This is an optimization exercise on Yosys and OpenROAD, whose aim is small area, not a production implementation. Only simulation tests tie the RTL to the original design; equivalence was not proved. No activity file was given, so power comes from the tool's default toggle rates.

==> job 7883 <==
==> flow/design.v (excerpt) <==
module ball ( input Clk, Reset, frame_clk,
              input [15:0] keycode,
              input [9:0] DrawX, DrawY,
              output logic [9:0] ballX, ballY,
              output left_out, attack_out );
  logic fcd;
  logic [9:0] X, Y;
  logic mv, ax, ng, left, attack;
  wire [9:0] Xn, Yn;
  wire mvn, axn, ngn, leftn, attackn;
  ball_next u_next(.X(X), .Y(Y), .mv(mv), .ax(ax), .ng(ng), .left(left), .attack(attack),
                   .fcd(fcd), .frame_clk(frame_clk), .Reset(Reset), .k(keycode[7:0]),
                   .Xn(Xn), .Yn(Yn), .mvn(mvn), .axn(axn), .ngn(ngn),
                   .leftn(leftn), .attackn(attackn));
  always_ff @(posedge Clk) begin
    fcd <= frame_clk;
    X <= Xn; Y <= Yn;
    mv <= mvn; ax <= axn; ng <= ngn;
    left <= leftn; attack <= attackn;
  end
  assign ballX = X; assign ballY = Y;
  assign left_out = left; assign attack_out = attack;
endmodule
==> flow/config.mk <==
export PLATFORM = sky130hd
export DESIGN_NAME = ball
export DESIGN_NICKNAME = ball
export VERILOG_FILES = /design/flow/design.v
export SDC_FILE = /design/flow/constraint.sdc
export NUM_CORES = 4
export LEC_CHECK = 0
export ABC_AREA = 1
export CAP_MARGIN = 20
export CORE_MARGIN = 2
export CORE_UTILIZATION = 40
export SLEW_MARGIN = 20
==> flow/constraint.sdc <==
create_clock -name core_clock -period 10.0 [get_ports {Clk}]
set_input_delay 2.0000 -clock core_clock [delete_from_list [all_inputs] [get_ports {Clk}]]
set_output_delay 2.0000 -clock core_clock [all_outputs]
set_load 0.01 [all_outputs]
standard.sh (not shown) runs the stock make flow with config.mk's settings and CLKGATE_MAP_FILE= SYNTH_SCRIPT=/design/flow/synth_recipe.tcl, a recipe that flattens the netlist after the stock synthesis.
==> flow/flow/run.sh <==
#!/bin/bash
# Own layout flow: the standard flow (standard.sh) with two changes:
#  - synthesis: the standard flow's synthesis script unchanged, except that ABC's cell mapping uses
#    flow/area.abc (area-oriented mapping) instead of ORFS's abc_area.script;
#    and yosys's full/half-adder extraction is off (ADDER_MAP_FILE empty), so ABC maps
#    all of the logic;
#  - placement: the port buffers are the smallest buffer cell (buf_1).
# Registers, their names and cells are the standard synthesis's.
set -euo pipefail
here=$(pwd)
{ head -n 1 synth_recipe.tcl; cat flow/abc_override.tcl; tail -n +2 synth_recipe.tcl; } > my_synth.tcl
sed "s#SYNTH_SCRIPT=[^ ]*synth_recipe.tcl#SYNTH_SCRIPT=$here/my_synth.tcl#" standard.sh > my_standard.sh
grep -q "SYNTH_SCRIPT=$here/my_synth.tcl" my_standard.sh
export MY_ABC_SCRIPT=$here/flow/area.abc
export ADDER_MAP_FILE=
export BUFFER_PORTS_ARGS="-buffer_cell sky130_fd_sc_hd__buf_1"
bash my_standard.sh > flow.log 2>&1
==> flow/flow/abc_override.tcl <==
# ABC runs with the script named by MY_ABC_SCRIPT in place of the one synth.tcl passes.
proc abc {args} {
  set i [lsearch -exact $args -script]
  if { $i >= 0 } { lset args [expr {$i + 1}] $::env(MY_ABC_SCRIPT) }
  puts "abc (own flow script): $args"
  yosys abc {*}$args
}
==> flow/flow/area.abc <==
strash
dch -f
amap
topo
==> inputs of job 2059, as changes to job 7883 <==
--- a/flow/flow/run.sh
+++ b/flow/flow/run.sh
@@ -4,4 +4,2 @@
 #    flow/area.abc (area-oriented mapping) instead of ORFS's abc_area.script;
-#    and yosys's full/half-adder extraction is off (ADDER_MAP_FILE empty), so ABC maps
-#    all of the logic;
 #  - placement: the port buffers are the smallest buffer cell (buf_1).
@@ -14,3 +12,2 @@
 export MY_ABC_SCRIPT=$here/flow/area.abc
-export ADDER_MAP_FILE=
 export BUFFER_PORTS_ARGS="-buffer_cell sky130_fd_sc_hd__buf_1"
- CTS_CLUSTER_DIAMETER: unset -> 200
- CTS_CLUSTER_SIZE: unset -> 30
==> summary of the runs <==
- Job 2059 finished with timing, DRC and antenna clean. Job 7883 finished clean.
- In job 7883 the global-route usage is lower than in job 2059, by 0.18 points.
- Against job 2059, the clock skew of job 7883 is higher by 0.0088 ns.
- Of job 7883 and job 2059, job 7883 has the higher power (gap about 9%, measured against job 2059).
- Flip-flop and latch count is the same in job 7883 and job 2059.
- In job 7883 the die area is smaller than in job 2059, by about 5%.
- Against job 2059, the first-iteration DRC count of job 7883 is lower by 3.7%.
- In sequential power, job 7883 and job 2059 hardly differ.
- Of job 7883 and job 2059, job 2059 has the higher count of clock-buffer cells in the layout (gap 1).
- In job 2059 the sequential share of layout area is lower than in job 7883, by 0.88 points.
==> figures <==
Power density normalized to cell area: job 7883 68.09 nW/um^2; job 2059 59.44 nW/um^2
Clock Latency Late Sink: job 7883 0.29 ns; job 2059 0.28 ns
Post-route minimum period: job 7883 4.473 ns; job 2059 4.838 ns
DRC violation total after the first TritonRoute iteration: job 7883 646; job 2059 671
Net count reported at finish: job 7883 524; job 2059 549
Via count of the first global-routing pass: job 7883 3523; job 2059 3609
Area of the multi-input gates: job 7883 1968 sq um; job 2059 2102 sq um
Switching Power: job 7883 45.74 uW; job 2059 46.91 uW
Total via count after detailed routing: job 7883 3943; job 2059 3928
Part of the total power dissipated in the clock network: job 7883 44.6%; job 2059 39.4%
Status: job 7883 timing/DRC/antenna clean; job 2059 timing/DRC/antenna clean
Data required time of the worst path: job 7883 10.17 ns; job 2059 10.20 ns
Inverters excl. clock: job 7883 68; job 2059 71
Comb pwr: job 7883 9.31 uW; job 2059 9.96 uW
R2r startpoint: job 7883 Y[4]$_DFF_P_; job 2059 X[3]$_DFF_P_
Area of the die: job 7883 7539 sq um; job 2059 7918 sq um
Multi-input logic portion of the cell area: job 7883 64.84%; job 2059 65.70%
M1 wire length: job 7883 4.878 mm; job 2059 5.412 mm
Slowest cell delay on critical path: job 7883 0.65 ns; job 2059 0.64 ns
Last element of the critical path: job 7883 mv$_DFF_P_; job 2059 ng$_DFF_P_

what the ideal ports hide:
How much do the figures lean on ideal ports? The routed layouts below were timed once more, with nothing changed but the port constraints.
Step 1 assumes that a clkbuf_16 drives the clock port and a buf_2 every other input.
Step 2, shift: input delay + t, output delay - t, t = (earliest + latest rising clock arrival at the registers) / 2. This alone moves slack from input paths to output paths.
Slacks: ideal ports / drivers / drivers and shift; pairs: ideal ports / drivers.
run	shift t [ns]	slack for setup (ns)	hold WS [ns]	worst data-port slew with drivers (ns)
job 7883	0.311	5.527 / 5.527 / 5.365	0.488 / 0.488 / 0.488	0.03
job 2059	0.315	5.162 / 5.162 / 5.162	0.474 / 0.474 / 0.474	0.03
After both steps setup and hold are still met in every run listed. The setup slack of job 7883, which loses most, moves by 0.000 ns with the drivers and by -0.162 ns with both steps.
